From an optimization exercise on the open Yosys and OpenROAD flow, aimed at small area and a short achievable clock period; shortcuts taken in it are not production practice. Where RTL was checked, it was by simulation tests only, not by an equivalence proof against the original. For runs 1 to 3, only the layout was checked, not whether the RTL still works.

==> flow/design.v, too long to show whole: its modules and the start of the top module <==
// module fpu_top: 92 lines
// module mant_mul: 1550 lines
module fpu_top(
    input         clk,
    input         rst,
    input  [31:0] a,
    input  [31:0] b,
    input  [2:0]  consig,
    output [31:0] out,
    output [2:0]  cmp_out
);
  // ...
==> flow/flow/run.sh <==
#!/bin/bash
# Standard synthesis, then a netlist pass that removes the inverters Yosys
# leaves around full adders, then the standard layout with a tighter
# timing-repair target.
set -euo pipefail
R=orfs/results/sky130hd/fpu_top/base
MARGIN=$(cat flow/margin.txt)
bash standard.sh synth > log_synth.txt 2>&1
python3 flow/fixinv.py $R/1_2_yosys.v $R/1_2_yosys_fixinv.v > log_fixinv.txt 2>&1
cp $R/1_2_yosys.v $R/1_2_yosys_orig.v
cp $R/1_2_yosys_fixinv.v $R/1_2_yosys.v
rm -f $R/1_synth.odb $R/1_synth.sdc
bash standard.sh SETUP_SLACK_MARGIN=$MARGIN finish > log_layout.txt 2>&1
==> flow/flow/fixinv.py <==
#!/usr/bin/env python3
"""Remove inverters around full adders in a flat Yosys netlist.

A full adder is self-dual: FA(~a, ~b, ~c) = (~cout, ~sum). Yosys's extract_fa
often leaves an inverter on a full adder's input or output. This pass picks,
for every fa cell, whether it computes in true or complemented polarity so
that as few inverters as possible remain, then rewrites the netlist with one
inverter per net that is still needed in complemented form.
usage: fixinv.py in.v out.v
"""
import re, sys

src = open(sys.argv[1]).read()
m = re.search(r'\bmodule\s+(\w+)\s*\((.*?)\);', src, re.S)
body_start = m.end()
end = src.rindex('endmodule')
header = src[:body_start]
body = src[body_start:end]

stmts = []           # (kind, data)
pos = 0
inst_re = re.compile(r'\s*(sky130_fd_sc_hd__\w+)\s+(\S+)\s*\((.*?)\);', re.S)
decl_re = re.compile(r'\s*(input|output|wire|inout)\b([^;]*);', re.S)
while True:
    mm = decl_re.match(body, pos)
    if mm:
        stmts.append(('decl', mm.group(0)))
        pos = mm.end(); continue
    mm = inst_re.match(body, pos)
    if mm:
        pins = []
        for pm in re.finditer(r'\.(\w+)\s*\(\s*([^()]*?)\s*\)', mm.group(3)):
            pins.append([pm.group(1), pm.group(2)])
        stmts.append(('cell', [mm.group(1), mm.group(2), pins]))
        pos = mm.end(); continue
    rest = body[pos:]
    if rest.strip() == '':
        break
    raise SystemExit('cannot parse near: ' + rest[:200])

OUTS = {'X', 'Y', 'Q', 'Q_N', 'SUM', 'COUT', 'HI', 'LO'}
ports_out = set(); ports_in = set()
def expand(decl):
    mm = re.match(r'\s*(input|output|wire|inout)\s*(\[(\d+):(\d+)\])?\s*(.*)', decl, re.S)
    kind, rng, hi, lo, names = mm.groups()
    res = []
    for n in names.split(','):
        n = n.strip()
        if not n: continue
        if rng:
            a, b = int(hi), int(lo)
            for i in range(min(a, b), max(a, b) + 1):
                res.append('%s[%d]' % (n, i))
        else:
            res.append(n)
    return kind, res, (rng is not None)
for k, d in stmts:
    if k == 'decl':
        kind, nets, _ = expand(d[:-1] if d.endswith(';') else d)
        if kind == 'output': ports_out.update(nets)
        if kind == 'input': ports_in.update(nets)

def is_inv(t): return re.match(r'sky130_fd_sc_hd__(clk)?inv_\d+$', t) is not None
def is_fa(t): return re.match(r'sky130_fd_sc_hd__fa_\d+$', t) is not None

cells = [d for k, d in stmts if k == 'cell']
driver = {}
for c in cells:
    for p, n in c[2]:
        if p in OUTS: driver[n] = c
# removable inverters: output not a port
removable = set()
for c in cells:
    if is_inv(c[0]):
        y = dict(c[2])['Y']
        if y not in ports_out:
            removable.add(id(c))
def root(n):
    q = 0
    seen = 0
    while n in driver and id(driver[n]) in removable:
        n = dict(driver[n][2])['A']; q ^= 1
        seen += 1
        if seen > 100: raise SystemExit('inverter loop')
    return n, q

fas = [c for c in cells if is_fa(c[0])]
fa_of_net = {}
for i, c in enumerate(fas):
    for p, n in c[2]:
        if p in ('SUM', 'COUT'): fa_of_net[n] = i
phase = [0] * len(fas)
# consumers: (fa index or -1, root, q)
cons = []
for c in cells:
    if id(c) in removable: continue
    fi = fas.index(c) if is_fa(c[0]) else -1
    for pi, (p, n) in enumerate(c[2]):
        if p in OUTS: continue
        if n.startswith("1'b") or n == '': continue
        r, q = root(n)
        cons.append((fi, r, q, c, pi))
for po in ports_out:
    # an output port driven through removable inverters is not possible (kept)
    pass

def need(fi, r, q):
    pr = phase[fa_of_net[r]] if r in fa_of_net else 0
    return pr ^ q ^ (phase[fi] if fi >= 0 else 0)

from collections import defaultdict
by_root = defaultdict(list)
by_fa = defaultdict(list)
for k, (fi, r, q, c, pi) in enumerate(cons):
    by_root[r].append(k)
    if fi >= 0: by_fa[fi].append(k)
def root_cost(r):
    return 1 if any(need(*cons[k][:3]) for k in by_root[r]) else 0
def fa_roots(i):
    rs = set(cons[k][1] for k in by_fa[i])
    for p, n in fas[i][2]:
        if p in ('SUM', 'COUT'): rs.add(n)
    return rs
total = sum(root_cost(r) for r in by_root)
sys.stderr.write('inverters before: %d removable, cost at phase 0: %d\n' % (len(removable), total))
improved = True
it = 0
while improved and it < 50:
    improved = False; it += 1
    for i in range(len(fas)):
        rs = fa_roots(i)
        before = sum(root_cost(r) for r in rs)
        phase[i] ^= 1
        after = sum(root_cost(r) for r in rs)
        if after < before:
            improved = True
        else:
            phase[i] ^= 1
import random
random.seed(1)
cur = sum(root_cost(r) for r in by_root)
best = cur; bestph = phase[:]
T = 0.6
for step in range(60000):
    i = random.randrange(len(fas))
    rs = fa_roots(i)
    before = sum(root_cost(r) for r in rs)
    phase[i] ^= 1
    after = sum(root_cost(r) for r in rs)
    d = after - before
    if d <= 0 or random.random() < pow(2.718, -d / T):
        cur += d
        if cur < best:
            best = cur; bestph = phase[:]
    else:
        phase[i] ^= 1
    T = max(0.05, T * 0.99995)
phase[:] = bestph
total = sum(root_cost(r) for r in by_root)
sys.stderr.write('after %d passes: %d inverters, %d adders flipped\n' % (it, total, sum(phase)))

# a root whose every consumer wants its complement: use the complementary cell
COMPL = {'nand2_1': 'and2_1', 'and2_1': 'nand2_1', 'nor2_1': 'or2_1', 'or2_1': 'nor2_1',
         'xor2_1': 'xnor2_1', 'xnor2_1': 'xor2_1', 'clkbuf_1': 'clkinv_1', 'buf_1': 'inv_1'}
OUTPIN = {'and2_1': 'X', 'or2_1': 'X', 'nand2_1': 'Y', 'nor2_1': 'Y', 'xor2_1': 'X',
          'xnor2_1': 'Y', 'clkbuf_1': 'X', 'buf_1': 'X', 'inv_1': 'Y', 'clkinv_1': 'Y'}
flipped_roots = set()
for r, ks in by_root.items():
    d = driver.get(r)
    if d is None or id(d) in removable or r in ports_out: continue
    t = d[0].replace('sky130_fd_sc_hd__', '')
    if t not in COMPL or is_fa(d[0]): continue
    if all(need(*cons[k][:3]) for k in ks):
        nt = COMPL[t]
        d[0] = 'sky130_fd_sc_hd__' + nt
        for pin in d[2]:
            if pin[0] == OUTPIN[t]: pin[0] = OUTPIN[nt]
        flipped_roots.add(r)
sys.stderr.write('%d driver cells replaced by their complement\n' % len(flipped_roots))
def need2(fi, r, q):
    return need(fi, r, q) ^ (1 if r in flipped_roots else 0)

# rewrite
comp = {}
newcells = []
cnt = [0]
def compnet(r):
    if r not in comp:
        cnt[0] += 1
        comp[r] = 'fixinv_n%d' % cnt[0]
        newcells.append(('sky130_fd_sc_hd__inv_1', 'fixinv_%d' % cnt[0], [['A', r], ['Y', comp[r]]]))
    return comp[r]
for fi, r, q, c, pi in cons:
    c[2][pi][1] = compnet(r) if need2(fi, r, q) else r
removed_nets = set()
for c in cells:
    if id(c) in removable:
        removed_nets.add(dict(c[2])['Y'])
used = set()
for c in cells:
    if id(c) in removable: continue
    for p, n in c[2]: used.add(n)
def esc(n):
    return n + ' ' if n.startswith('\\') else n
out = [header]
for k, d in stmts:
    if k == 'decl':
        mm = re.match(r'(\s*)wire\s+(\S+)\s*;', d)
        if mm and not mm.group(2).startswith('[') and mm.group(2) in removed_nets and mm.group(2) not in used:
            continue
        out.append(d)
    else:
        if id(d) in removable: continue
        out.append('\n  %s %s (%s);' % (d[0], d[1], ', '.join('.%s(%s)' % (p, esc(n)) for p, n in d[2])))
for n in comp.values():
    out.append('\n  wire %s;' % n)
for t, nm, pins in newcells:
    out.append('\n  %s %s (%s);' % (t, nm, ', '.join('.%s(%s)' % (p, esc(n)) for p, n in pins)))
out.append('\nendmodule\n')
open(sys.argv[2], 'w').write(''.join(out))
==> flow/flow/margin.txt <==
6
==> flow/standard.sh <==
#!/bin/bash
# synth_recipe.tcl (not shown) runs the flow's synth.tcl, then flattens the netlist and writes it again
# the make line also repeats each setting of config.mk as NAME=value (left out here)
make -C /OpenROAD-flow-scripts/flow DESIGN_CONFIG=/design/flow/config.mk WORK_HOME=/design/flow/orfs CLKGATE_MAP_FILE= SYNTH_SCRIPT=/design/flow/synth_recipe.tcl "${@:-finish}"
==> flow/config.mk <==
export PLATFORM = sky130hd
export DESIGN_NAME = fpu_top
export DESIGN_NICKNAME = fpu_top
export VERILOG_FILES = /design/flow/design.v
export SDC_FILE = /design/flow/constraint.sdc
export NUM_CORES = 4
export LEC_CHECK = 0
export CAP_MARGIN = 20
export CORE_MARGIN = 2
export CORE_UTILIZATION = 40
export SLEW_MARGIN = 20
==> flow/constraint.sdc <==
create_clock -name core_clock -period 14.0 [get_ports {clk}]
set_input_delay 2.8000 -clock core_clock [delete_from_list [all_inputs] [get_ports {clk}]]
set_output_delay 2.8000 -clock core_clock [all_outputs]
set_load 0.01 [all_outputs]
==> run notes, run 1 <==
* Placed cell area at 0.0277 mm2
* Multi-In Gates at 2084
* Footprint of the multi-input gates at 0.0206 mm2
* Final WS setup at 6.14 ns
* Met2 usage at 42.4%
* ANT cells at 1
* Dominant class by area: multi-input gates
* Worst hold slack at 0.348 ns
* Max transition margin at 31.2%
* Crit-path cells: clkdlybuf4s50_1 > buf_4 > nand2_1 > nor2_4 > buf_12 > a22o_1 > clkdlybuf4s50_1
* Hold depth at 0
* Commonest non-fill, non-tap cell in the layout: fa_1
* Mapped Area at 0.0258 mm2
* Post-cts sizing count at 4
* Initial antenna violation count at 2
* Met2 wire length at 39600 um
* Most frequent cells in the layout: 495 x fa_1, 323 x nand2_1, 311 x and2_1, 194 x inv_1, 160 x nor2_1
* Dpl ws at 4.76 ns
* Nets at 3325
* Biggest register: mres
* Top Usage Layer GRT: met2
* Min Tclk post-route at 7.86 ns
* Seq_cells at 155
* Status: no timing/DRC/antenna violations
* Clk_skew at 0.0210 ns
* GR Layer Usage met1 at 33.1%
* Worst path depth at 7
* Largest delay share family, worst path: buffers and inverters
* Fin crit share at 56.1%
==> run 2, diff against run 1 <==
==> flow/flow/margin.txt (replaced) <==
7.5
==> run 2 against run 1 <==
Against the previous run:
- still clean on timing, DRC and antenna
- clock-buffer cell count unchanged
- cell area increased by 9.3%
- register-to-register slack improved by 0.57 ns
- worst setup slack improved by 0.68 ns
- sequential share of layout area decreased by 0.99 points
- largest cell class unchanged
==> run notes, run 2 <==
* Status: no timing/DRC/antenna violations
* Residual DRC at 0
* CTS tree: built
* Drt wl/cell at 24.9 um
* Worst path slowest cell: fa_1
* Placed cell area at 0.0278 mm2 (+0.33%)
* CP max FO at 29
* Syn avg cell area at 9.98 um2
* Least-Margin Pin Slew at 1.03 ns
* Buf+Inv Stages, Crit Path at 1
* CP Launch Type: flop
* Post-Syn Instances at 2585
* Vias in the first global route at 22800
* Largest delay share family, worst path: adder cells
* CTS Buffer Depth at 2
* Unrepaired setup endpoints after global routing: yes
* Nets at 3457 (+4.0%)
* Area Growth Syn to Fin at 20.7%
* Root Buffer: clkbuf_16
* Global-route wire length before repair at 139000 um
* Max-cap viol count at 0
* Initial Util at 40.2%
* Largest net degree at the start of global routing at 77
* 1st-pass router iterations at 6
* Max transition margin at 31.0% (-0.22 points)
* Cts bufs inserted at 17
* Data required, critical path at 14.38 ns
* CP arrival at 7.55 ns
* I/O Buffers at 103
* DR vias at 20800
* Gr usage total at 27.9%
* Critical path class: flop to flop
* # clock sinks at 155
* Biggest register: mres
* TNS Setup at 0 ns
* Grt ovf at 0
* Clock slew at reported path FFs at 0.07 ns
* Layout cells sized above 1 at 19.2%
* Synthesized net count at 3293
* Max FFs per register at 32
* Die area at 0.0666 mm2
* Final setup viols at 0
* Mapped Area at 0.0258 mm2 (unchanged)
* Core Area at 0.0641 mm2
* Die X at 258 um
* Initial antenna violation count at 7 (+5)
* Cell Rows at 93
* Final WL at 90100 um
* Final Util at 48.6%
* Hold Crit Class: flop to flop
* Die Span Y at 258 um
* Max Clk Rate at 0.139 GHz
* Top Ports at 104
* Synth Warn # at 1
* Final Hold Fails at 0
* Fin crit share at 51.2% (-4.9 points)
* Min Tclk post-route at 7.17 ns (-0.684 ns)
* Vias/cell at 5.74
* Worst-Skew Late Latency at 0.47 ns
* Most frequent cells in the layout: 425 x fa_1, 317 x nand2_1, 302 x and2_1, 179 x inv_1, 152 x nor2_1
* Clk_skew at 0.0123 ns (-0.00868 ns)
* Max-slew violation count at 0
* CP endpoint kind: flop
* Max incr delay on CP at 0.56 ns
* Cell mode on critical path: fa_2
* GPL Wtd Cong at 0.903
* Final Cell Area at 0.0312 mm2
* Detailed placer's ending HPWL at 58300 um
* Antenna Violating Nets Remaining at 0
* Crit-path cells: buf_8 > and2_1 > fa_1 > fa_2 > fa_2 > fa_2 > fa_2 > fa_1 > fa_1 > ha_4 > ha_4 > a21o_1 > a21o_1 > a221o_1 > a221o_1 > o21ai_2 > o211ai_1 > a221o_1 > xnor2_1 > or3_1 > a21boi_2
* CTS H-tree lvls at 4
* Commonest non-fill, non-tap cell in the layout: fa_1
* Initial DRC count at 1677
[run 2: changes by cell type in the layout (fill, tap and decap cells not counted), sizes merged, moves of 3 or more]
| cell | before | now |
|---|---|---|
| clkdlybuf4s50 | 103 | 65 |
| diode | 1 | 7 |
| clkinvlp | 2 | 8 |
| buf | 61 | 221 |
| bufbuf | 0 | 6 |
| clkbuf | 17 | 20 |
| inv | 204 | 196 |
[run 2: worst paths after layout]
| kind | cells after the start | to | slack (ns) | from |
|---|---|---|---|---|
| setup / recovery | 21 | mres[18]$_DFF_PP0_ | 6.83 | mb[13]$_DFF_PP0_ |
| hold / removal | 0 | afrac[22]$_DFF_PP0_ | 0.35 | snext[22]$_DFF_PP0_ |
| setup reg to reg | 21 | mres[18]$_DFF_PP0_ | 6.83 | mb[13]$_DFF_PP0_ |
| hold reg to reg | 0 | afrac[22]$_DFF_PP0_ | 0.35 | snext[22]$_DFF_PP0_ |
| max in group asynchronous | 3 | afrac[4]$_DFF_PP0_ | 10.03 | rst |
| min in group asynchronous | 2 | ez$_DFF_PP0_ | 2.72 | rst |
[run 2: final cells by class]
cell class	count	area, um2
Timing Repair Buffer	295	3130
Multi-Input combinational cell	2085	21600
Tap cell	855	1070
Sequential cell	155	3940
Inverter	195	758
Fill cell	5714	33000
Antenna cell	7	17.5
Clock buffer	17	425
Clock inverter	15	199
[run 2: per-stage QoR]
stage | instances | setup WS, ns | hold WS (ns)
6_report | 3624 | 6.83 | 0.348
5_1_grt | 3621 | 6.74 | 0.359
4_1_cts | 3599 | 6.96 | 0.347
3_5_place_dp | 3430 | 4.80 | 0.335
3_3_place_gp | 3430 | 5.15 | 0.334
2_1_floorplan | 2585 | 7.41 | 0.331
[run 2: layer usage]
layer,GRT usage (%),wire length [um],up-vias
li1,-,-,8726
met1,35.7,34900,10800
met2,44.6,42500,1000
met3,6.60,8220,264
met4,13.7,4540,0
met5,0,0,-
[run 2: timing repair]
| action | in CTS | in global routing |
|---|---|---|
| hold buffers | 0 | 0 |
| cloned | 11 | 2 |
| setup endpoints to repair | 75 | 70 |
| pin swaps | 88 | 20 |
| resized for setup | 447 | 53 |
| setup buffers | 126 | 16 |
==> module fpu_top, before the edit <==
module fpu_top(
    input         clk,
    input         rst,
    input  [31:0] a,
    input  [31:0] b,
    input  [2:0]  consig,
    output [31:0] out,
    output [2:0]  cmp_out
);
    reg         sa, sb;      
    reg         eq;          
    reg         gt;          
    reg  [22:0] ma, mb;      
    reg  [8:0]  sx;          
    reg         lsel;        
    reg         cz;          
    reg         dz;          
    reg  [4:0]  sh;          
    reg         ez;          
    reg         eo;          
    reg  [7:0]  e8;          
    wire [2:0]  p = {sa, sb, gt};            
    wire        psel_a = (p == 3'b001) | (p == 3'b111) | (p == 3'b010);
    wire        pclr   = (p == 3'b011) | (p == 3'b100);
    wire [7:0]  ea = a[30:23];
    wire [7:0]  eb = b[30:23];
    wire [7:0]  diff = psel_a ? (ea - eb) : (eb - ea);
    wire [8:0]  esum = {1'b0, ea} + {1'b0, eb};
    wire        in_zero = (ea == 8'd0) | (eb == 8'd0);
    wire        e_neg = esum < 9'd127;
    wire        e_big = esum >= 9'd382;
    wire [7:0]  e_low = esum[7:0] + 8'd129;
    always @(posedge clk or posedge rst) begin
        if (rst) begin
            sa <= 1'b0; sb <= 1'b0; eq <= 1'b0; gt <= 1'b0;
            ma <= 23'd0; mb <= 23'd0;
            sx <= 9'd0; lsel <= 1'b0; cz <= 1'b0; dz <= 1'b0; sh <= 5'd0;
            ez <= 1'b0; eo <= 1'b0; e8 <= 8'd0;
        end else begin
            sa <= a[31];
            sb <= b[31];
            eq <= a[30:0] == b[30:0];
            gt <= a[30:0] > b[30:0];
            ma <= a[22:0];
            mb <= b[22:0];
            sx <= pclr ? 9'd0 : (psel_a ? a[31:23] : b[31:23]);
            lsel <= psel_a;
            cz <= pclr;
            dz <= pclr | (diff >= 8'd23);
            sh <= diff[4:0];
            ez <= in_zero | e_neg;
            eo <= ~(in_zero | e_neg) & e_big;
            e8 <= e_low;
        end
    end
    wire [22:0] c = cz ? 23'd0 : (lsel ? ma : mb);
    wire [22:0] dsrc = lsel ? mb : ma;
    wire [22:0] d = dz ? 23'd0 : (dsrc >> sh);
    wire        x = consig[0];
    wire        aclr = (p == 3'b011) | (p == 3'b101);
    wire        swap = (p == 3'b000) | (p == 3'b100) | (p == 3'b110);
    wire [22:0] opx = (x & swap) ? d : c;
    wire [22:0] opy = (x & swap) ? c : d;
    wire [22:0] fsum = opx + (x ? ~opy : opy) + {22'd0, x};
    reg  [22:0] snext;       
    reg  [22:0] afrac;       
    wire [47:0] prod;
    mant_mul mm (.ma(ma), .mb(mb), .p(prod));
    wire        h = prod[47];
    wire        msign = sa ^ sb;
    wire        mzero = ez | (~eo & (e8 == 8'd0) & ~h);
    wire        minf  = ~mzero & (eo | ((e8 == 8'd254) & h));
    wire [7:0]  mexp  = e8 + {7'd0, h};
    wire [22:0] mfrac = h ? prod[46:24] : prod[45:23];
    reg  [31:0] mres;
    always @(posedge clk or posedge rst) begin
        if (rst) begin
            snext <= 23'd0;
            afrac <= 23'd0;
            mres  <= 32'd0;
        end else begin
            snext <= aclr ? 23'd0 : fsum;
            afrac <= snext;
            mres  <= mzero ? {msign, 31'd0} :
                     minf  ? {msign, 8'hff, 23'd0} :
                             {msign, mexp, mfrac};
        end
    end
    assign cmp_out = (consig == 3'b000) ? {sa, sb, eq} : 3'b000;
    assign out = (consig == 3'b001 || consig == 3'b010) ? {sx, afrac} :
                 (consig == 3'b011) ? mres : 32'd0;
endmodule
==> run 3, diff against run 2 <==
--- a/flow/design.v
+++ b/flow/design.v
@@ -10,53 +10,36 @@
 );
     reg         sa, sb;      
     reg         eq;          
-    reg         gt;          
+    reg  [7:0]  ea, eb;      
     reg  [22:0] ma, mb;      
-    reg  [8:0]  sx;          
     reg         lsel;        
     reg         cz;          
-    reg         dz;          
-    reg  [4:0]  sh;          
-    reg         ez;          
-    reg         eo;          
-    reg  [7:0]  e8;          
-    wire [2:0]  p = {sa, sb, gt};            
+    wire        gt = {ea, ma} > {eb, mb};
+    wire [2:0]  p = {sa, sb, gt};
     wire        psel_a = (p == 3'b001) | (p == 3'b111) | (p == 3'b010);
     wire        pclr   = (p == 3'b011) | (p == 3'b100);
-    wire [7:0]  ea = a[30:23];
-    wire [7:0]  eb = b[30:23];
-    wire [7:0]  diff = psel_a ? (ea - eb) : (eb - ea);
-    wire [8:0]  esum = {1'b0, ea} + {1'b0, eb};
-    wire        in_zero = (ea == 8'd0) | (eb == 8'd0);
-    wire        e_neg = esum < 9'd127;
-    wire        e_big = esum >= 9'd382;
-    wire [7:0]  e_low = esum[7:0] + 8'd129;
     always @(posedge clk or posedge rst) begin
         if (rst) begin
-            sa <= 1'b0; sb <= 1'b0; eq <= 1'b0; gt <= 1'b0;
-            ma <= 23'd0; mb <= 23'd0;
-            sx <= 9'd0; lsel <= 1'b0; cz <= 1'b0; dz <= 1'b0; sh <= 5'd0;
-            ez <= 1'b0; eo <= 1'b0; e8 <= 8'd0;
+            sa <= 1'b0; sb <= 1'b0; eq <= 1'b0;
+            ea <= 8'd0; eb <= 8'd0; ma <= 23'd0; mb <= 23'd0;
+            lsel <= 1'b0; cz <= 1'b0;
         end else begin
             sa <= a[31];
             sb <= b[31];
             eq <= a[30:0] == b[30:0];
-            gt <= a[30:0] > b[30:0];
+            ea <= a[30:23];
+            eb <= b[30:23];
             ma <= a[22:0];
             mb <= b[22:0];
-            sx <= pclr ? 9'd0 : (psel_a ? a[31:23] : b[31:23]);
             lsel <= psel_a;
             cz <= pclr;
-            dz <= pclr | (diff >= 8'd23);
-            sh <= diff[4:0];
-            ez <= in_zero | e_neg;
-            eo <= ~(in_zero | e_neg) & e_big;
-            e8 <= e_low;
         end
     end
+    wire [8:0]  sx = cz ? 9'd0 : (lsel ? {sa, ea} : {sb, eb});
+    wire [7:0]  diff = lsel ? (ea - eb) : (eb - ea);
     wire [22:0] c = cz ? 23'd0 : (lsel ? ma : mb);
     wire [22:0] dsrc = lsel ? mb : ma;
-    wire [22:0] d = dz ? 23'd0 : (dsrc >> sh);
+    wire [22:0] d = (cz | (diff >= 8'd23)) ? 23'd0 : (dsrc >> diff[4:0]);
     wire        x = consig[0];
     wire        aclr = (p == 3'b011) | (p == 3'b101);
     wire        swap = (p == 3'b000) | (p == 3'b100) | (p == 3'b110);
@@ -69,9 +52,15 @@
     mant_mul mm (.ma(ma), .mb(mb), .p(prod));
     wire        h = prod[47];
     wire        msign = sa ^ sb;
-    wire        mzero = ez | (~eo & (e8 == 8'd0) & ~h);
-    wire        minf  = ~mzero & (eo | ((e8 == 8'd254) & h));
-    wire [7:0]  mexp  = e8 + {7'd0, h};
+    wire [8:0]  esum = {1'b0, ea} + {1'b0, eb};
+    wire        in_zero = (ea == 8'd0) | (eb == 8'd0);
+    wire        ez = in_zero | (esum < 9'd127);             
+    wire        eo = ~ez & (esum >= 9'd382);                
+    wire [7:0]  e8 = esum[7:0] + 8'd129;                    
+    wire [7:0]  e8p = esum[7:0] + 8'd130;                   
+    wire        mzero = ez | (~eo & (esum == 9'd127) & ~h);
+    wire        minf  = ~mzero & (eo | ((esum == 9'd381) & h));
+    wire [7:0]  mexp  = h ? e8p : e8;
     wire [22:0] mfrac = h ? prod[46:24] : prod[45:23];
     reg  [31:0] mres;
     always @(posedge clk or posedge rst) begin
==> flow/flow/run.sh (replaced) <==
#!/bin/bash
# Standard synthesis, then a netlist pass that removes the inverters Yosys
# leaves around full adders, then the standard layout with a tighter
# timing-repair target and the smallest buffer on the ports.
set -euo pipefail
R=orfs/results/sky130hd/fpu_top/base
MARGIN=$(cat flow/margin.txt)
bash standard.sh synth > log_synth.txt 2>&1
python3 flow/fixinv.py $R/1_2_yosys.v $R/1_2_yosys_fixinv.v > log_fixinv.txt 2>&1
cp $R/1_2_yosys.v $R/1_2_yosys_orig.v
cp $R/1_2_yosys_fixinv.v $R/1_2_yosys.v
rm -f $R/1_synth.odb $R/1_synth.sdc
bash standard.sh SETUP_SLACK_MARGIN=$MARGIN "BUFFER_PORTS_ARGS=-buffer_cell sky130_fd_sc_hd__buf_1" finish > log_layout.txt 2>&1
==> flow/flow/margin.txt (replaced) <==
6.5
--- a/flow/config.mk
+++ b/flow/config.mk
@@ -7,5 +7,5 @@
 export LEC_CHECK = 0
 export CAP_MARGIN = 20
 export CORE_MARGIN = 2
-export CORE_UTILIZATION = 40
+export CORE_UTILIZATION = 65
 export SLEW_MARGIN = 20
==> run 3 against run 2 <==
Against the previous run:
- still clean
- sequential cell count is 10 lower
- non-clock buffer count decreased by 68
- cell count decreased by 11%
- critical endpoint is now mres[27]$_DFF_PP0_
==> run notes, run 3 <==
* Cell Rows at 72 (-23%)
* CP endpoint kind: flop
* Placed cell area at 0.0264 mm2 (-5.2%)
* Min Tclk post-route at 7.47 ns (+0.301 ns)
* Drt wl/cell at 28.0 um (+13%)
* 1st-pass router iterations at 7 (+1)
* Clk_skew at 0.0110 ns (-0.00128 ns)
* Least-Margin Pin Slew at 1.01 ns (-0.0193 ns)
* TNS Setup at 0 ns (unchanged)
* Max-slew violation count at 0 (unchanged)
* I/O Buffers at 103 (unchanged)
* Commonest non-fill, non-tap cell in the layout: fa_1
* Status: no timing/DRC/antenna violations
* CTS Buffer Depth at 2 (unchanged)
* Synthesized net count at 3296 (+0.091%)
* Final Cell Area at 0.0282 mm2 (-9.6%)
* Largest net degree at the start of global routing at 75 (-2.6%)
* Post-Syn Instances at 2588 (+0.12%)
* Die X at 202 um (-22%)
* Most frequent cells in the layout: 488 x fa_1, 326 x nand2_1, 227 x and2_1, 198 x nor2_1, 169 x inv_1
* Cell mode on critical path: fa_1
* Synth Warn # at 1 (unchanged)
* Top Ports at 104 (unchanged)
* Largest delay share family, worst path: adder cells
* CP arrival at 7.80 ns (+0.25 ns)
* Crit-path cells: buf_6 > and2_1 > fa_1 > fa_1 > fa_1 > fa_2 > fa_1 > fa_1 > fa_1 > ha_1 > ha_1 > a21oi_2 > o21bai_1 > a21o_1 > a2bb2oi_2 > o21ai_2 > a22o_2 > a221o_2 > o21ai_4 > buf_12 > mux2i_1 > or3_1 > a31o_2
* Hold Crit Class: flop to flop
* Clock slew at reported path FFs at 0.07 ns (about the same)
* Biggest register: mres
* CP Launch Type: flop
* Root Buffer: clkbuf_16
* GPL Wtd Cong at 0.948 (+5.0%)
* Max incr delay on CP at 0.53 ns (-0.03 ns)
* Hold depth at 0 (unchanged)
* Fill cell count at 2898 (-49%)
* Worst hold slack at 0.347 ns (-0.000867 ns)
* Vias/cell at 6.63 (+16%)
* Worst path slowest cell: fa_1
* CP max FO at 28 (-3.4%)
* Die area at 0.0409 mm2 (-39%)
* Critical path class: flop to flop
* Area Growth Syn to Fin at 10.2%
* DR vias at 21300 (+2.5%)
* Worst-Skew Late Latency at 0.44 ns (-0.03 ns)
* CTS H-tree lvls at 4 (unchanged)
* Buf+Inv Stages, Crit Path at 2 (+1)
* Layout cells sized above 1 at 10.8% (-8.4 points)
* Final WL at 90000 um (-0.18%)
* Max FFs per register at 32 (unchanged)
* Dpl ws at 5.13 ns (+0.334 ns)
* Final WS setup at 6.53 ns (-0.301 ns)
* Final Hold Fails at 0 (unchanged)
* Residual DRC at 0 (unchanged)
* Global-route wire length before repair at 136000 um (-2.3%)
* Vias in the first global route at 22800 (-0.092%)
* Core Area at 0.0387 mm2 (-40%)
* Worst R2R Path Depth at 23 (+9.5%)
* Max Clk Rate at 0.134 GHz (-4.0%)
* Max transition margin at 31.3% (+0.31 points)
* Nets at 3390 (-1.9%)
* Syn avg cell area at 9.87 um2 (-1.2%)
* Max-cap viol count at 0 (unchanged)
* Initial antenna violation count at 2 (-5)
* Grt ovf at 0 (unchanged)
* Die Span Y at 202 um (-22%)
* Unrepaired setup endpoints after global routing: yes
* Initial DRC count at 2853 (+70%)
* Fin crit share at 53.4% (+2.1 points)
* Gr usage total at 45.1% (+17 points)
* Final setup viols at 0 (unchanged)
* CTS tree: built
* Cts bufs inserted at 17 (unchanged)
* Mapped Area at 0.0255 mm2 (-1.0%)
* Initial Util at 65.9% (+26 points)
* # clock sinks at 145 (-6.5%)
* Data required, critical path at 14.33 ns (-0.05 ns)
* Antenna Violating Nets Remaining at 0 (unchanged)
* Detailed placer's ending HPWL at 62800 um (+7.9%)
* Worst path depth at 23 (+9.5%)
run 3: stage by stage:
stage / utilization, % / cells
finish: 72.7 / 3215
global route: 72.7 / 3213
CTS: 72.0 / 3205
detailed placement: 68.0 / 3106
global placement: 68.0 / 3106
floorplan: - / 2588
run 3: worst paths after layout:
kind                                startpoint             endpoint  slack (ns)
max                           ma[18]$_DFF_PP0_   mres[27]$_DFF_PP0_        6.53
min                        snext[20]$_DFF_PP0_  afrac[20]$_DFF_PP0_        0.35
max reg2reg                   ma[18]$_DFF_PP0_   mres[27]$_DFF_PP0_        6.53
min reg2reg                snext[20]$_DFF_PP0_  afrac[20]$_DFF_PP0_        0.35
max in group asynchronous                  rst       lsel$_DFF_PP0_       10.14
min in group asynchronous                  rst      eb[2]$_DFF_PP0_        2.47
run 3: worst reg2reg max path: cells and delay by family, from the launching register on:
family | cells | cell delay (ns)
buf+inv | 2 | 0.54
mux | 1 | 0.09
fa+ha+maj | 9 | 3.82
simple gates | 2 | 0.61
compound gates | 9 | 1.96
flops | 1 | 0.37
run 3: metal layers:
| metal | wire length, um | vias to the layer above | global-route usage (%) | part of all wire, % |
|---|---|---|---|---|
| li1 | - | 8596 | - | - |
| met1 | 32500 | 10600 | 58.5 | 36 |
| met2 | 39200 | 1691 | 68.2 | 44 |
| met3 | 12200 | 446 | 15.0 | 14 |
| met4 | 6050 | 4 | 23.5 | 6.7 |
| met5 | 24 | - | 0 | 0.027 |
run 3: cell type report:
| type | count | area (um2) | area share (%) |
|---|---|---|---|
| Clock inverter | 14 | 119 | 0.422 |
| Tap cell | 518 | 648 | 2.30 |
| Antenna cell | 2 | 5.00 | 0.0178 |
| Multi-Input combinational cell | 2098 | 20700 | 73.7 |
| Inverter | 193 | 816 | 2.90 |
| Timing Repair Buffer | 227 | 1720 | 6.11 |
| Sequential cell | 145 | 3670 | 13.0 |
| Clock buffer | 18 | 439 | 1.56 |
run 3: what timing repair did:
item | CTS | global route
gates cloned | 3 | 2
resized for setup | 107 | 38
endpoints found under the setup margin | 31 | 41
pin swaps | 3 | 4
hold buffers | 0 | 0
setup buffers | 64 | 6
==> run 4, diff against run 3 <==
--- a/flow/design.v
+++ b/flow/design.v
@@ -9,24 +9,27 @@
     output [2:0]  cmp_out
 );
     reg         sa, sb;      
-    reg         eq;          
     reg  [7:0]  ea, eb;      
     reg  [22:0] ma, mb;      
+    reg         vld;         
     reg         lsel;        
     reg         cz;          
-    wire        gt = {ea, ma} > {eb, mb};
+    wire [30:0] ra = {ea, ma};
+    wire [30:0] rb = {eb, mb};
+    wire        gt = ra > rb;
+    wire        eq = vld & (ra == rb);
     wire [2:0]  p = {sa, sb, gt};
     wire        psel_a = (p == 3'b001) | (p == 3'b111) | (p == 3'b010);
     wire        pclr   = (p == 3'b011) | (p == 3'b100);
     always @(posedge clk or posedge rst) begin
         if (rst) begin
-            sa <= 1'b0; sb <= 1'b0; eq <= 1'b0;
+            sa <= 1'b0; sb <= 1'b0; vld <= 1'b0;
             ea <= 8'd0; eb <= 8'd0; ma <= 23'd0; mb <= 23'd0;
             lsel <= 1'b0; cz <= 1'b0;
         end else begin
             sa <= a[31];
             sb <= b[31];
-            eq <= a[30:0] == b[30:0];
+            vld <= 1'b1;
             ea <= a[30:23];
             eb <= b[30:23];
             ma <= a[22:0];
@@ -35,47 +38,55 @@
             cz <= pclr;
         end
     end
+    wire        aclr = (p == 3'b011) | (p == 3'b101);
+    wire        swap = (p == 3'b000) | (p == 3'b100) | (p == 3'b110);
     wire [8:0]  sx = cz ? 9'd0 : (lsel ? {sa, ea} : {sb, eb});
     wire [7:0]  diff = lsel ? (ea - eb) : (eb - ea);
-    wire [22:0] c = cz ? 23'd0 : (lsel ? ma : mb);
+    wire [22:0] c = (cz | aclr) ? 23'd0 : (lsel ? ma : mb);
     wire [22:0] dsrc = lsel ? mb : ma;
-    wire [22:0] d = (cz | (diff >= 8'd23)) ? 23'd0 : (dsrc >> diff[4:0]);
+    wire [22:0] d = (cz | aclr | (diff >= 8'd23)) ? 23'd0 : (dsrc >> diff[4:0]);
     wire        x = consig[0];
-    wire        aclr = (p == 3'b011) | (p == 3'b101);
-    wire        swap = (p == 3'b000) | (p == 3'b100) | (p == 3'b110);
-    wire [22:0] opx = (x & swap) ? d : c;
-    wire [22:0] opy = (x & swap) ? c : d;
-    wire [22:0] fsum = opx + (x ? ~opy : opy) + {22'd0, x};
+    wire [22:0] t = c + (x ? ~d : d) + {22'd0, x & ~swap};
+    wire [22:0] fsum = (x & swap) ? ~t : t;
     reg  [22:0] snext;       
     reg  [22:0] afrac;       
     wire [47:0] prod;
     mant_mul mm (.ma(ma), .mb(mb), .p(prod));
-    wire        h = prod[47];
-    wire        msign = sa ^ sb;
     wire [8:0]  esum = {1'b0, ea} + {1'b0, eb};
     wire        in_zero = (ea == 8'd0) | (eb == 8'd0);
-    wire        ez = in_zero | (esum < 9'd127);             
-    wire        eo = ~ez & (esum >= 9'd382);                
-    wire [7:0]  e8 = esum[7:0] + 8'd129;                    
-    wire [7:0]  e8p = esum[7:0] + 8'd130;                   
-    wire        mzero = ez | (~eo & (esum == 9'd127) & ~h);
-    wire        minf  = ~mzero & (eo | ((esum == 9'd381) & h));
-    wire [7:0]  mexp  = h ? e8p : e8;
-    wire [22:0] mfrac = h ? prod[46:24] : prod[45:23];
-    reg  [31:0] mres;
+    wire        ez_n = in_zero | (esum < 9'd127);           
+    wire        eo_n = ~ez_n & (esum >= 9'd382);            
+    reg         ms;          
+    reg  [24:0] mp;          
+    reg  [7:0]  me;          
+    reg         mz, mo;      
+    reg         mz0, mo1;    
     always @(posedge clk or posedge rst) begin
         if (rst) begin
             snext <= 23'd0;
             afrac <= 23'd0;
-            mres  <= 32'd0;
+            ms <= 1'b0; mp <= 25'd0; me <= 8'd0;
+            mz <= 1'b0; mo <= 1'b0; mz0 <= 1'b0; mo1 <= 1'b0;
         end else begin
-            snext <= aclr ? 23'd0 : fsum;
+            snext <= fsum;
             afrac <= snext;
-            mres  <= mzero ? {msign, 31'd0} :
-                     minf  ? {msign, 8'hff, 23'd0} :
-                             {msign, mexp, mfrac};
+            ms  <= sa ^ sb;
+            mp  <= prod[47:23];
+            me  <= esum[7:0] + 8'd129;
+            mz  <= ez_n;
+            mo  <= eo_n;
+            mz0 <= ~ez_n & (esum == 9'd127);
+            mo1 <= ~ez_n & (esum == 9'd381);
         end
     end
+    wire        h = mp[24];
+    wire        mzero = mz | (mz0 & ~h);
+    wire        minf  = ~mzero & (mo | (mo1 & h));
+    wire [7:0]  mexp  = me + {7'd0, h};
+    wire [22:0] mfrac = h ? mp[23:1] : mp[22:0];
+    wire [31:0] mres  = mzero ? {ms, 31'd0} :
+                        minf  ? {ms, 8'hff, 23'd0} :
+                                {ms, mexp, mfrac};
     assign cmp_out = (consig == 3'b000) ? {sa, sb, eq} : 3'b000;
     assign out = (consig == 3'b001 || consig == 3'b010) ? {sx, afrac} :
                  (consig == 3'b011) ? mres : 32'd0;
--- a/flow/flow/fixinv.py
+++ b/flow/flow/fixinv.py
@@ -114,15 +114,35 @@
 for k, (fi, r, q, c, pi) in enumerate(cons):
     by_root[r].append(k)
     if fi >= 0: by_fa[fi].append(k)
+COMPL = {'nand2_1': 'and2_1', 'and2_1': 'nand2_1', 'nor2_1': 'or2_1', 'or2_1': 'nor2_1',
+         'xor2_1': 'xnor2_1', 'xnor2_1': 'xor2_1', 'clkbuf_1': 'clkinv_1', 'buf_1': 'inv_1'}
+OUTPIN = {'and2_1': 'X', 'or2_1': 'X', 'nand2_1': 'Y', 'nor2_1': 'Y', 'xor2_1': 'X',
+          'xnor2_1': 'Y', 'clkbuf_1': 'X', 'buf_1': 'X', 'inv_1': 'Y', 'clkinv_1': 'Y'}
+AREA = {'nand2_1': 3.754, 'and2_1': 6.256, 'nor2_1': 3.754, 'or2_1': 6.256, 'xor2_1': 8.758,
+        'xnor2_1': 8.758, 'clkbuf_1': 3.754, 'clkinv_1': 3.754, 'buf_1': 3.754, 'inv_1': 3.754}
+INV_AREA = 3.754
+def compl_delta(r):
+    d = driver.get(r)
+    if d is None or id(d) in removable or r in ports_out or is_fa(d[0]): return None
+    t = d[0].replace('sky130_fd_sc_hd__', '')
+    if t not in COMPL: return None
+    return AREA[COMPL[t]] - AREA[t]
+delta_of = {}
 def root_cost(r):
-    return 1 if any(need(*cons[k][:3]) for k in by_root[r]) else 0
+    ns = [need(*cons[k][:3]) for k in by_root[r]]
+    if not any(ns): return 0.0
+    if all(ns):
+        if r not in delta_of: delta_of[r] = compl_delta(r)
+        dl = delta_of[r]
+        if dl is not None and dl < INV_AREA: return dl
+    return INV_AREA
 def fa_roots(i):
     rs = set(cons[k][1] for k in by_fa[i])
     for p, n in fas[i][2]:
         if p in ('SUM', 'COUT'): rs.add(n)
     return rs
 total = sum(root_cost(r) for r in by_root)
-sys.stderr.write('inverters before: %d removable, cost at phase 0: %d\n' % (len(removable), total))
+sys.stderr.write('inverters before: %d removable, cost at phase 0: %.1f\n' % (len(removable), total))
 improved = True
 it = 0
 while improved and it < 50:
@@ -138,32 +158,34 @@
             phase[i] ^= 1
 import random
 random.seed(1)
-cur = sum(root_cost(r) for r in by_root)
-best = cur; bestph = phase[:]
-T = 0.6
-for step in range(60000):
-    i = random.randrange(len(fas))
-    rs = fa_roots(i)
-    before = sum(root_cost(r) for r in rs)
-    phase[i] ^= 1
-    after = sum(root_cost(r) for r in rs)
-    d = after - before
-    if d <= 0 or random.random() < pow(2.718, -d / T):
-        cur += d
-        if cur < best:
-            best = cur; bestph = phase[:]
-    else:
+def anneal(init):
+    global phase
+    phase[:] = init
+    cur = sum(root_cost(r) for r in by_root)
+    best = cur; bestph = phase[:]
+    T = 2.0
+    for step in range(150000):
+        i = random.randrange(len(fas))
+        rs = fa_roots(i)
+        before = sum(root_cost(r) for r in rs)
         phase[i] ^= 1
-    T = max(0.05, T * 0.99995)
+        after = sum(root_cost(r) for r in rs)
+        d = after - before
+        if d <= 0 or random.random() < pow(2.718, -d / T):
+            cur += d
+            if cur < best - 1e-9:
+                best = cur; bestph = phase[:]
+        else:
+            phase[i] ^= 1
+        T = max(0.1, T * 0.99996)
+    return best, bestph
+res = [anneal([0] * len(fas)), anneal([1] * len(fas))]
+sys.stderr.write('anneal from 0: %.1f, from 1: %.1f\n' % (res[0][0], res[1][0]))
+best, bestph = min(res, key=lambda x: x[0])
 phase[:] = bestph
 total = sum(root_cost(r) for r in by_root)
-sys.stderr.write('after %d passes: %d inverters, %d adders flipped\n' % (it, total, sum(phase)))
-
-# a root whose every consumer wants its complement: use the complementary cell
-COMPL = {'nand2_1': 'and2_1', 'and2_1': 'nand2_1', 'nor2_1': 'or2_1', 'or2_1': 'nor2_1',
-         'xor2_1': 'xnor2_1', 'xnor2_1': 'xor2_1', 'clkbuf_1': 'clkinv_1', 'buf_1': 'inv_1'}
-OUTPIN = {'and2_1': 'X', 'or2_1': 'X', 'nand2_1': 'Y', 'nor2_1': 'Y', 'xor2_1': 'X',
-          'xnor2_1': 'Y', 'clkbuf_1': 'X', 'buf_1': 'X', 'inv_1': 'Y', 'clkinv_1': 'Y'}
+sys.stderr.write('after %d passes: cost %.1f um2, %d adders flipped\n' % (it, total, sum(phase)))
+
 flipped_roots = set()
 for r, ks in by_root.items():
     d = driver.get(r)
==> flow/flow/margin.txt (replaced) <==
7
==> run 4 against run 3 <==
Against the previous run:
- clock skew is 0.00068 ns lower
- critical path depth is 18 lower
- highest routed layer is now met4
- register-to-register slack better by 0.63 ns
- non-clock buffer count is 40 higher
==> run notes, run 4 <==
* Final WL at 81900 um (-8.9%)
* TNS Setup at 0 ns (unchanged)
* Top Ports at 104 (unchanged)
* Max Clk Rate at 0.143 GHz (+6.8%)
* CTS Buffer Depth at 2 (unchanged)
* CTS H-tree lvls at 4 (unchanged)
* Max FFs per register at 25 (-22%)
* I/O Buffers at 103 (unchanged)
* Post-Syn Instances at 2392 (-7.6%)
* Placed cell area at 0.0252 mm2 (-4.3%)
* # clock sinks at 151 (+4.1%)
* Cell Rows at 70 (-2.8%)
* CP arrival at 4.20 ns (-3.60 ns)
* Synth Warn # at 1 (unchanged)
* Most frequent cells in the layout: 492 x fa_1, 288 x nand2_1, 218 x nor2_1, 147 x inv_1, 145 x ha_1
* Min Tclk post-route at 7.00 ns (-0.477 ns)
* Die X at 198 um (-2.2%)
* Mapped Area at 0.0244 mm2 (-4.5%)
* Critical path origin: consig[0]
* Initial DRC count at 2212 (-22%)
* DR vias at 19600 (-8.0%)
* Biggest register: mp
* Final setup viols at 0 (unchanged)
* Die Span Y at 198 um (-2.2%)
* Initial Util at 66.3% (+0.39 points)
* Least-Margin Pin Slew at 1.01 ns (+0.000762 ns)
* Layout Cells excl Fill at 3030 (-5.8%)
* 1st-pass router iterations at 9 (+2)
* Residual DRC at 0 (unchanged)
* Global-route wire length before repair at 123000 um (-9.3%)
* Max-cap viol count at 0 (unchanged)
* Hold Crit Class: flop to flop
* Die area at 0.0391 mm2 (-4.4%)
* Status: no timing/DRC/antenna violations
* GPL Wtd Cong at 1.03 (+8.5%)
* Final Hold Fails at 0 (unchanged)
* CP endpoint kind: primary output
* Critical path class: primary input to primary output
* Layout cells sized above 1 at 11.9% (+1.0 points)
* Commonest non-fill, non-tap cell in the layout: fa_1
* Detailed placer's ending HPWL at 58000 um (-7.7%)
* Max-slew violation count at 0 (unchanged)
* Worst-Skew Late Latency at 0.44 ns (about the same)
* Clock slew at reported path FFs at 0.06 ns (about the same)
* Antenna Violating Nets Remaining at 0 (unchanged)
* CP Launch Type: primary input
* Syn avg cell area at 10.2 um2 (+3.3%)
* CTS tree: built
* Root Buffer: clkbuf_16
* Cts bufs inserted at 17 (unchanged)
* Core Area at 0.0368 mm2 (-5.0%)
* CTS Hold Buffers Added at 0 (unchanged)
* Area Growth Syn to Fin at 11.6%
* RR Startpoint: mb[3]$_DFF_PP0_
* Fin crit share at 50.0% (-3.4 points)
* CP max FO at 30 (+7.1%)
* Unrepaired setup endpoints after global routing: yes
* Data required, critical path at 11.20 ns (-3.13 ns)
* Min-delay src: snext[13]$_DFF_PP0_
* Dpl cells at 2882 (-7.2%)
* Clk_skew at 0.0104 ns (-0.000682 ns)
* Nets at 3260 (-3.8%)
* Vias in the first global route at 20500 (-10%)
* Drt wl/cell at 27.0 um (-3.4%)
* Final Cell Area at 0.0272 mm2 (-3.3%)
* Gr usage total at 43.9% (-1.3 points)
* Initial antenna violation count at 2 (unchanged)
* Synthesized net count at 3102 (-5.9%)
* Largest net degree at the start of global routing at 86 (+15%)
* Vias/cell at 6.47 (-2.4%)
* Max transition margin at 31.3% (-0.052 points)
* Worst hold slack at 0.345 ns (-0.00164 ns)
* Grt ovf at 0 (unchanged)
## run 4: routing by layer
layer | up-vias | share of wire, % | global-route usage [%]
li1 | 7916 | - | -
met1 | 9762 | 36 | 57.2
met2 | 1517 | 43 | 64.4
met3 | 409 | 14 | 15.6
met4 | 0 | 7.0 | 24.0
met5 | - | 0 | 0
## run 4: what timing repair did
action	4_1_cts	5_1_grt
gates cloned	1	1
resized for setup	66	71
buffers inserted	63	52
endpoints found under the hold margin	0	0
endpoints found under the setup margin	61	40
pin swaps	2	7
## run 4: final timing paths
check / end / slack (ns) / cells after the start
min in group asynchronous: afrac[21]$_DFF_PP0_ / 2.49 / 2
hold / removal: afrac[13]$_DFF_PP0_ / 0.35 / 0
max in group asynchronous: mb[8]$_DFF_PP0_ / 10.12 / 3
setup reg to reg: mp[7]$_DFF_PP0_ / 7.16 / 25
setup / recovery: cmp_out[0] / 7.00 / 5
hold reg to reg: afrac[13]$_DFF_PP0_ / 0.35 / 0
## run 4: worst max-delay path, stage by stage
cell and delay (ns):
clkbuf_8 0.23, nor3_2 0.34, nand3_1 0.16, nor4_2 0.43, buf_1 0.21
## run 4: cell type report
cell class	instances	area (um2)
repair buffers	267	1840
diodes	2	5.00
clock buffers	21	450
multi-input cells	1930	19600
fillers	2701	9570
inverters	183	823
clock inverters	8	126
flip-flops and latches	151	3810
well taps	468	586
## run 4: through the flow
| stage | util, % | setup WS [ns] |
|---|---|---|
| global route | 74.0 | 6.97 |
| global placement | 68.6 | 6.24 |
| finish | 74.0 | 7.00 |
| detailed placement | 68.6 | 6.12 |
| floorplan | - | 7.14 |
| CTS | 72.1 | 6.94 |
==> run 5, diff against run 4 <==
==> flow/flow/margin.txt (replaced) <==
7.5
==> run 5 against run 4 <==
Against the previous run:
- routed wire length increased by 11%
- first-iteration DRC count increased by 11%
- sequential cell count did not move
- worst hold slack gained 0.0022 ns
- clock-buffer cell count shrank 1
- fmax up 3.7%
- largest cell class unchanged
==> run notes, run 5 <==
* Status: no timing/DRC/antenna violations
* CP arrival at 3.94 ns (-0.26 ns)
* 1st-pass router iterations at 5 (-4)
* Final WL at 90800 um (+11%)
* Most frequent cells in the layout: 466 x fa_1, 276 x nand2_1, 211 x nor2_1, 177 x buf_4, 146 x inv_1
* CP max FO at 5 (-83%)
* CTS Hold Buffers Added at 0 (unchanged)
* Drt wl/cell at 29.2 um (+7.9%)
* Antenna Violating Nets Remaining at 0 (unchanged)
* WHS Endpoint: afrac[8]$_DFF_PP0_
* Largest net degree at the start of global routing at 71 (-17%)
* Critical path class: primary input to primary output
* Root Buffer: clkbuf_16
* FF-to-FF setup slack at 7.38 ns (+0.22 ns)
* I/O Buffers at 103 (unchanged)
* Worst R2R Path Depth at 25 (unchanged)
* CTS tree: built
* Area Growth Syn to Fin at 18.8%
* Final setup viols at 0 (unchanged)
* Grt ovf at 0 (unchanged)
* Global-route wire length before repair at 134000 um (+9.2%)
* Synthesized net count at 3102 (unchanged)
* Max FFs per register at 25 (unchanged)
* Final WS setup at 7.26 ns (+0.253 ns)
* CTS Buffer Depth at 2 (unchanged)
* Initial antenna violation count at 4 (+2)
* Core Area at 0.0368 mm2 (unchanged)
* Unrepaired setup endpoints after global routing: yes
* CTS H-tree lvls at 4 (unchanged)
* Clock slew at reported path FFs at 0.06 ns (about the same)
* Detailed placer's ending HPWL at 56900 um (-1.9%)
* Final Util at 78.7% (+4.8 points)
* Max-slew violation count at 0 (unchanged)
* Vias/cell at 6.61 (+2.1%)
* Residual DRC at 0 (unchanged)
* DR vias at 20600 (+4.9%)
* Die area at 0.0391 mm2 (unchanged)
* CP Launch Type: primary input
* GPL Wtd Cong at 0.994 (-3.3%)
* # clock sinks at 151 (unchanged)
* Cell Rows at 70 (unchanged)
* Commonest non-fill, non-tap cell in the layout: fa_1
* Syn avg cell area at 10.2 um2 (unchanged)
* Max transition margin at 24.0% (-7.3 points)
* RR Startpoint: mb[9]$_DFF_PP0_
* Min Tclk post-route at 6.74 ns (-0.253 ns)
* Least-Margin Pin Slew at 1.13 ns (+0.119 ns)
* Die X at 198 um (unchanged)
* Layout cells sized above 1 at 20.0% (+8.1 points)
* Mapped Area at 0.0244 mm2 (unchanged)
* R2R Path End: mp[17]$_DFF_PP0_
* Data required, critical path at 11.20 ns (about the same)
* Post-Syn Instances at 2392 (unchanged)
* Final Hold Fails at 0 (unchanged)
* Fin crit share at 48.2% (-1.8 points)
* Max-cap viol count at 0 (unchanged)
* Clk_skew at 0.0131 ns (+0.00270 ns)
* Worst-Skew Late Latency at 0.46 ns (+0.02 ns)
* Die Span Y at 198 um (unchanged)
* Max Clk Rate at 0.148 GHz (+3.7%)
* Cts bufs inserted at 17 (unchanged)
* Dpl ws at 6.21 ns (+0.0881 ns)
* Gr usage total at 48.5% (+4.7 points)
* Hold Crit Class: flop to flop
* CP endpoint kind: primary output
* Initial Util at 66.3% (unchanged)
* Biggest register: mp
* Initial DRC count at 2450 (+11%)
* Vias in the first global route at 22000 (+7.3%)
* TNS Setup at 0 ns (unchanged)
* Synth Warn # at 1 (unchanged)
* Min-delay src: snext[8]$_DFF_PP0_
* Hold depth at 0 (unchanged)
* Top Ports at 104 (unchanged)
* Nets at 3335 (+2.3%)
[run 5: what timing repair did]
| item | 4_1_cts | 5_1_grt |
|---|---|---|
| setup endpoints to repair | 67 | 54 |
| gates cloned | 10 | 0 |
| gates resized for setup | 258 | 74 |
| endpoints found under the hold margin | 0 | 0 |
| pin swaps | 58 | 37 |
| buffers inserted | 162 | 21 |
[run 5: how the worst max path moves through the flow]
| stage | depth (start not counted) | slack [ns] | start | end |
|---|---|---|---|---|
| 2_1_floorplan | 5 | 7.47 | consig[2] | out[12] |
| 3_3_place_gp | 7 | 6.24 | consig[0] | out[23] |
| 3_5_place_dp | 7 | 6.21 | consig[0] | out[23] |
| 4_1_cts | 6 | 7.28 | consig[0] | out[22] |
| 5_1_grt | 23 | 7.25 | mb[15]$_DFF_PP0_ | mp[23]$_DFF_PP0_ |
| 6_report | 6 | 7.26 | consig[0] | cmp_out[0] |
[run 5: layout make-up]
type	instances	area, um2
inverters	183	822
repair buffers	338	2880
clock inverters	12	164
flip-flops and latches	151	3810
fillers	2400	7820
well taps	468	586
multi-input cells	1934	20200
clock buffers	20	467
diodes	6	15.0
[run 5: per-layer routing]
layer	track usage (%)	wire (um)
met3	20.1	13800
met5	0	10
met2	69.8	37900
met1	60.2	31500
met4	32.7	7740
[run 5: metrics by stage]
stage	hold slack (ns)	cells	area, um2
6_report	0.347	3112	29000
5_1_grt	0.351	3106	29000
4_1_cts	0.347	3085	28500
3_5_place_dp	0.335	2881	25400
3_3_place_gp	0.332	2881	25400
2_1_floorplan	0.331	2392	24600
[run 5: worst max-delay path: stages]
cell	delay, ns
buf_8	0.10
buf_12	0.14
nor3_4	0.26
nand3_1	0.18
nor4_4	0.27
buf_1	0.19
==> run 6, diff against run 5 <==
==> flow/flow/margin.txt (replaced) <==
7
--- a/flow/config.mk
+++ b/flow/config.mk
@@ -8,4 +8,5 @@
 export CAP_MARGIN = 20
 export CORE_MARGIN = 2
 export CORE_UTILIZATION = 65
+export CTS_BUF_LIST = sky130_fd_sc_hd__clkbuf_4 sky130_fd_sc_hd__clkbuf_8
 export SLEW_MARGIN = 20
==> run 6 against run 5 <==
Against the previous run:
- utilization down 5.2 points
- worst setup slack worse by 0.25 ns
- still clean on timing, DRC and antenna
- first-iteration DRC count down 12%
==> run notes, run 6 <==
* Max-slew violation count at 0 (unchanged)
* Mapped Area at 0.0244 mm2 (unchanged)
* Synthesized net count at 3102 (unchanged)
* Critical path class: primary input to primary output
* Die area at 0.0391 mm2 (unchanged)
* Initial Util at 66.3% (unchanged)
* CTS tree: built
* CTS Buffer Depth at 2 (unchanged)
* Gr usage total at 43.7% (-4.8 points)
* Max FFs per register at 25 (unchanged)
* TNS Setup at 0 ns (unchanged)
* Die X at 198 um (unchanged)
* Dpl cells at 2882 (+0.035%)
* Initial antenna violation count at 1 (-3)
* Core Area at 0.0368 mm2 (unchanged)
* CP max FO at 30 (+25)
* Final WS setup at 7.01 ns (-0.246 ns)
* CP endpoint kind: primary output
* Synth Warn # at 1 (unchanged)
* Biggest register: mp
* Most frequent cells in the layout: 491 x fa_1, 288 x nand2_1, 218 x nor2_1, 147 x inv_1, 144 x ha_1
* Initial DRC count at 2162 (-12%)
* Grt ovf at 0 (unchanged)
* Max Clk Rate at 0.143 GHz (-3.5%)
* CTS Hold Buffers Added at 0 (unchanged)
* Cell Rows at 70 (unchanged)
* Root Buffer: clkbuf_8
* Syn avg cell area at 10.2 um2 (unchanged)
* Largest net degree at the start of global routing at 86 (+21%)
* Die Span Y at 198 um (unchanged)
* Status: no timing/DRC/antenna violations
* Final WL at 82100 um (-9.7%)
* Top Ports at 104 (unchanged)
* Dpl ws at 6.12 ns (-0.0881 ns)
* CP Launch Type: primary input
* DR vias at 19600 (-4.7%)
* Min Tclk post-route at 6.99 ns (+0.246 ns)
* CP arrival at 4.19 ns (+0.25 ns)
* Final Cell Area at 0.0271 mm2 (-6.6%)
* Nets at 3262 (-2.2%)
* Vias/cell at 6.46 (-2.3%)
* Post-Syn Instances at 2392 (unchanged)
* Clock slew at reported path FFs at 0.07 ns (about the same)
* CTS H-tree lvls at 4 (unchanged)
* Detailed placer's ending HPWL at 58000 um (+1.9%)
* # clock sinks at 151 (unchanged)
* Max-cap viol count at 0 (unchanged)
* Placed cell area at 0.0252 mm2 (-0.68%)
* Clk_skew at 0.00986 ns (-0.00320 ns)
* Area Growth Syn to Fin at 10.9%
* Cts bufs inserted at 17 (unchanged)
* I/O Buffers at 103 (unchanged)
* Worst hold slack at 0.350 ns (+0.00284 ns)
* 1st-pass router iterations at 7 (+2)
* Least-Margin Pin Slew at 1.03 ns (-0.0986 ns)
* Max transition margin at 30.7% (+6.6 points)
* Unrepaired setup endpoints after global routing: yes
* Layout Cells excl Fill at 3034 (-2.5%)
* Worst-Skew Late Latency at 0.48 ns (+0.02 ns)
* Final Hold Fails at 0 (unchanged)
* Hold Crit Class: flop to flop
* Commonest non-fill, non-tap cell in the layout: fa_1
* Fin crit share at 49.9% (+1.8 points)
* Layout cells sized above 1 at 12.1% (-7.9 points)
* Global-route wire length before repair at 122000 um (-8.9%)
* Residual DRC at 0 (unchanged)
* Antenna Violating Nets Remaining at 0 (unchanged)
* Drt wl/cell at 27.0 um (-7.3%)
* Vias in the first global route at 20400 (-7.5%)
* GPL Wtd Cong at 1.03 (+3.5%)
* Data required, critical path at 11.20 ns (about the same)
* Fill cell count at 2737 (+14%)
* Final setup viols at 0 (unchanged)
## run 6: cell count changes in the layout (fill, tap and decap cells not counted), sizes merged
cell / delta
buf: -66
bufbuf: -4
inv: -3
clkbuf: +2
clkinvlp: -2
diode: -2
or2: -2
clkinv: +1
mux2i: -1
nor2: -1
## run 6: routing by layer
metal / routed length [um] / GRT usage, % / share of wire, %
met3: 11700 / 15.2 / 14
met5: 0 / 0 / 0
met4: 5860 / 23.2 / 7.1
met2: 34900 / 64.4 / 42
met1: 29600 / 57.5 / 36
## run 6: what timing repair did
item,in CTS,in global routing
hold endpoints to repair,0,0
endpoints found under the setup margin,61,40
gates resized for setup,66,70
buffers inserted,63,54
gates cloned,1,1
pin swaps,2,10
## run 6: path summary, 6_finish.rpt
path	startpoint	end	slack (ns)	cells past startpoint
min in group asynchronous	rst	afrac[21]$_DFF_PP0_	2.42	2
min	snext[11]$_DFF_PP0_	afrac[11]$_DFF_PP0_	0.35	0
max in group asynchronous	rst	mb[8]$_DFF_PP0_	10.20	3
max	consig[0]	cmp_out[0]	7.01	5
min reg2reg	snext[11]$_DFF_PP0_	afrac[11]$_DFF_PP0_	0.35	0
max reg2reg	mb[3]$_DFF_PP0_	mp[23]$_DFF_PP0_	7.20	25
## run 6: per-stage QoR
stage	util (%)
floorplan	-
global placement	68.6
detailed placement	68.6
CTS	71.6
global route	73.5
finish	73.6
## run 6: area by class of cell
class,instances,area (um2),area share (%)
Clock inverter,8,126,0.467
Clock buffer,21,270,0.999
Sequential cell,151,3810,14.1
Inverter,183,823,3.04
Timing Repair Buffer,269,1840,6.80
Antenna cell,4,10.0,0.0370
Multi-Input combinational cell,1930,19600,72.4
Tap cell,468,586,2.16
## run 6: worst max-delay path, stage by stage
cell and delay, ns:
clkbuf_8 0.22, nor3_2 0.36, nand3_1 0.17, nor4_2 0.40
buf_1 0.22

-- afterwards: timing with drivers on the ports --
Ports are ideal in the flow. The routed layouts listed here were re-timed in OpenROAD. Step 1, drivers: a clkbuf_16 drives clk and a buf_2 each remaining input, both assumed. Step 2 adds t to the input delays and takes it off the output delays; t is the mean of the earliest and latest rising clock arrival at the registers after step 1. Input paths then give back, and output paths get back, about the clock's delay inside the block. Slacks: no drivers / after step 1 / after step 2; pairs: no drivers / after step 1.
run	shift t [ns]	setup WS [ns]	worst setup path at the end	latest minus earliest clock arrival (ns)	pins driven straight from the clock port
run 1	0.542	6.144 / 6.116 / 6.116	input to output	0.021 / 0.021	1
run 2	0.518	6.828 / 6.828 / 6.828	register to register	0.012 / 0.013	1
run 3	0.483	6.527 / 6.527 / 6.527	register to register	0.012 / 0.011	1
run 4	0.486	7.004 / 6.971 / 6.971	input to output	0.011 / 0.011	1
run 5	0.502	7.257 / 7.212 / 7.212	input to output	0.013 / 0.013	1
run 6	0.525	7.011 / 6.978 / 6.978	input to output	0.010 / 0.010	1
After both steps setup and hold are still met in every run listed. For run 5, which loses most, drivers alone change the setup slack by -0.045 ns; drivers and shift together by -0.045 ns.
